From an optimization exercise on the open Yosys and OpenROAD flow, aimed at small area, a short achievable clock period and few clock cycles per item; shortcuts taken in it are not production practice. At most, simulation tests tie the RTL to the original design; equivalence was not proved. Power figures rest on the tool's default switching activity, not on a simulated workload.

Setup of the previous run:
==> flow/design.v (excerpt) <==
module MUL #(
    parameter WIDTH = 32
) (
    input  [ 0:0] clk,
    input  [ 0:0] rst,
    input  [ 0:0] start,
    input  [31:0] a,
    input  [31:0] b,
    output [63:0] res,
    output [ 0:0] finish
);
reg  [5:0] p;
reg  [32:0] s_q, c_q;         
reg  [7:0] ls_q, lc_q;       
reg         n3_q;             
reg  [31:0] l_q;              
reg  [29:0] h_q;              
reg  [3:0] one_q, two_q, neg_q;  
reg         sgn_q;
wire first = p[0];
wire [32:0] sfb = first ? 33'h100000000 : s_q;
wire [32:0] cfb = first ? 33'h0 : c_q;
wire [32:0] am = {1'b0, a[30:0], 1'b0};    
wire [31:0] pp0;
wire [31:0] pp1;
wire [31:0] pp2;
wire [31:0] pp3;
genvar gj;
generate for (gj = 0; gj < 32; gj = gj + 1) begin : g_pp
    assign pp0[gj] = ((one_q[0] & am[gj+1]) | (two_q[0] & am[gj])) ^ neg_q[0];
    assign pp1[gj] = ((one_q[1] & am[gj+1]) | (two_q[1] & am[gj])) ^ neg_q[1];
    assign pp2[gj] = ((one_q[2] & am[gj+1]) | (two_q[2] & am[gj])) ^ neg_q[2];
    assign pp3[gj] = ((one_q[3] & am[gj+1]) | (two_q[3] & am[gj])) ^ neg_q[3];
end endgenerate
wire fs0;
wire fc0;
wire hs0;
wire hc0;
wire hs1;
wire hc1;
wire fs1;
wire fc1;
wire hs2;
wire hc2;
wire fs2;
  ...
make LEC_CHECK=0 CAP_MARGIN=20 CORE_MARGIN=2 CORE_UTILIZATION=40 CTS_BUF_LIST=sky130_fd_sc_hd__clkbuf_8 SETUP_SLACK_MARGIN=1.4 SLEW_MARGIN=20 finish   # period 4.0 ns
run.sh (not shown) runs the stock make flow with config.mk's settings and CLKGATE_MAP_FILE= SYNTH_SCRIPT=/design/flow/synth_recipe.tcl, a recipe that flattens the netlist after the stock synthesis.
Setup changes, the previous run to the current run
- a change of SETUP_SLACK_MARGIN from 1.4 to 1.2
==> run summary <==
Per the comparison of the current run with the previous run, proportion of cell area occupied by registers rose by 0.26 points; initial antenna violation count shows a reduction of 1; combinational cell fraction of total power closely matched the old numbers. Total power is higher on the previous run. Delta (the current run minus the previous run): maximum fanout along the worst path shows a reduction of 2; total instance count after detailed placement shows no meaningful change; net total in the final layout shows a reduction of 6. Looking at number of non-clock buffers, the current run sits below the previous run. Comparing the previous run and the current run, the higher final worst-path setup slack is on the current run.
No functional check of the RTL was part of any run of this note.

* * *

Setup of P:
MUL, a different RTL version from the one above (not shown whole).
Size: about 1300 cells after synthesis, ~130 I/O pins, roughly 12000 µm² of cells after synthesis.
Settings: LEC_CHECK=0, CAP_MARGIN=20, CORE_MARGIN=2, CORE_UTILIZATION=40, SETUP_SLACK_MARGIN=2.0, SLEW_MARGIN=20; clock period 4.0 ns.
P ran to completion and came out clean on the timing, design-rule and antenna checks.
Testbench counts of P, summed over its fixed seeds: cycles 5,376, items 768.
> inputs changed (P -> Q)
- removing SETUP_SLACK_MARGIN (formerly 2.0)
==> run summary <==
Q was carried through to the last stage, and its layout satisfied the timing, design-rule and antenna checks.
Changes observed in Q relative to P: total power lower; number of buffers outside the clock class in the layout lower; sequential share of layout area higher; routed wire length lower; final design instance area without fill lower.
Q ended up with a higher clock network fraction of total power than P did.
On worst slew slack as a fraction of its limit: between P and Q, it ends up lower for Q.
Q — setup slack 0.59 ns lower, P as reference
The power per standard cell area in Q sits about 1.8% above the value recorded for P.
Required time of the worst setup path down 0.05 ns in Q wrt P
Multi-input gate share of total cell area: Q vs P down 0.59 points

* * *

Another version of the RTL of MUL (not shown whole).
For scale: about 1200 cells after synthesis, roughly 160 flip-flops, about 130 I/O pins, ~12000 um^2 of cells after synthesis.
==> flow/design.v (excerpt) <==
module MUL #(
    parameter WIDTH = 32
) (
    input  [ 0:0] clk,
    input  [ 0:0] rst,
    input  [ 0:0] start,
    input  [31:0] a,
    input  [31:0] b,
    output [63:0] res,
    output [ 0:0] finish
);
reg  [5:0] p;
reg  [32:0] s_q, c_q;         
reg  [7:0] ls_q, lc_q;       
reg         n3_q;             
reg  [31:0] l_q;              
reg  [29:0] h_q;              
reg  [3:0] one_q, two_q, neg_q;  
reg         sgn_q;
wire first = p[0];
wire [32:0] sfb = first ? 33'h100000000 : s_q;
wire [32:0] cfb = first ? 33'h0 : c_q;
wire [32:0] am = {1'b0, a[30:0], 1'b0};    
wire [31:0] pp0;
wire [31:0] pp1;
wire [31:0] pp2;
wire [31:0] pp3;
genvar gj;
generate for (gj = 0; gj < 32; gj = gj + 1) begin : g_pp
    assign pp0[gj] = ((one_q[0] & am[gj+1]) | (two_q[0] & am[gj])) ^ neg_q[0];
    assign pp1[gj] = ((one_q[1] & am[gj+1]) | (two_q[1] & am[gj])) ^ neg_q[1];
    assign pp2[gj] = ((one_q[2] & am[gj+1]) | (two_q[2] & am[gj])) ^ neg_q[2];
    assign pp3[gj] = ((one_q[3] & am[gj+1]) | (two_q[3] & am[gj])) ^ neg_q[3];
end endgenerate
wire fs0;
wire fc0;
wire hs0;
wire hc0;
  ...
clock: 4.0 ns
lec_check: 0
cap_margin: 20
core_margin: 2
core_utilization: 50
cts_buf_list: sky130_fd_sc_hd__clkbuf_8
setup_slack_margin: 1.5
slew_margin: 20
Testbench counts at the start, summed over its fixed seeds: cycles 5,376, items 768.
Then changed:
- CORE_UTILIZATION: 50 -> 40
- SETUP_SLACK_MARGIN: 1.5 -> 1.3
What happened:
- hold slack is better by 0.0037 ns
- via count is about the same
- cell area went down by 2.8%
- setup slack is worse by 0.12 ns
- clock skew went up by 0.0041 ns
- power went down by 3.3%
- routed wire length is about the same
- global-route usage went down by 4.6 points
- sequential power barely changes
- non-clock buffer count went down by 10
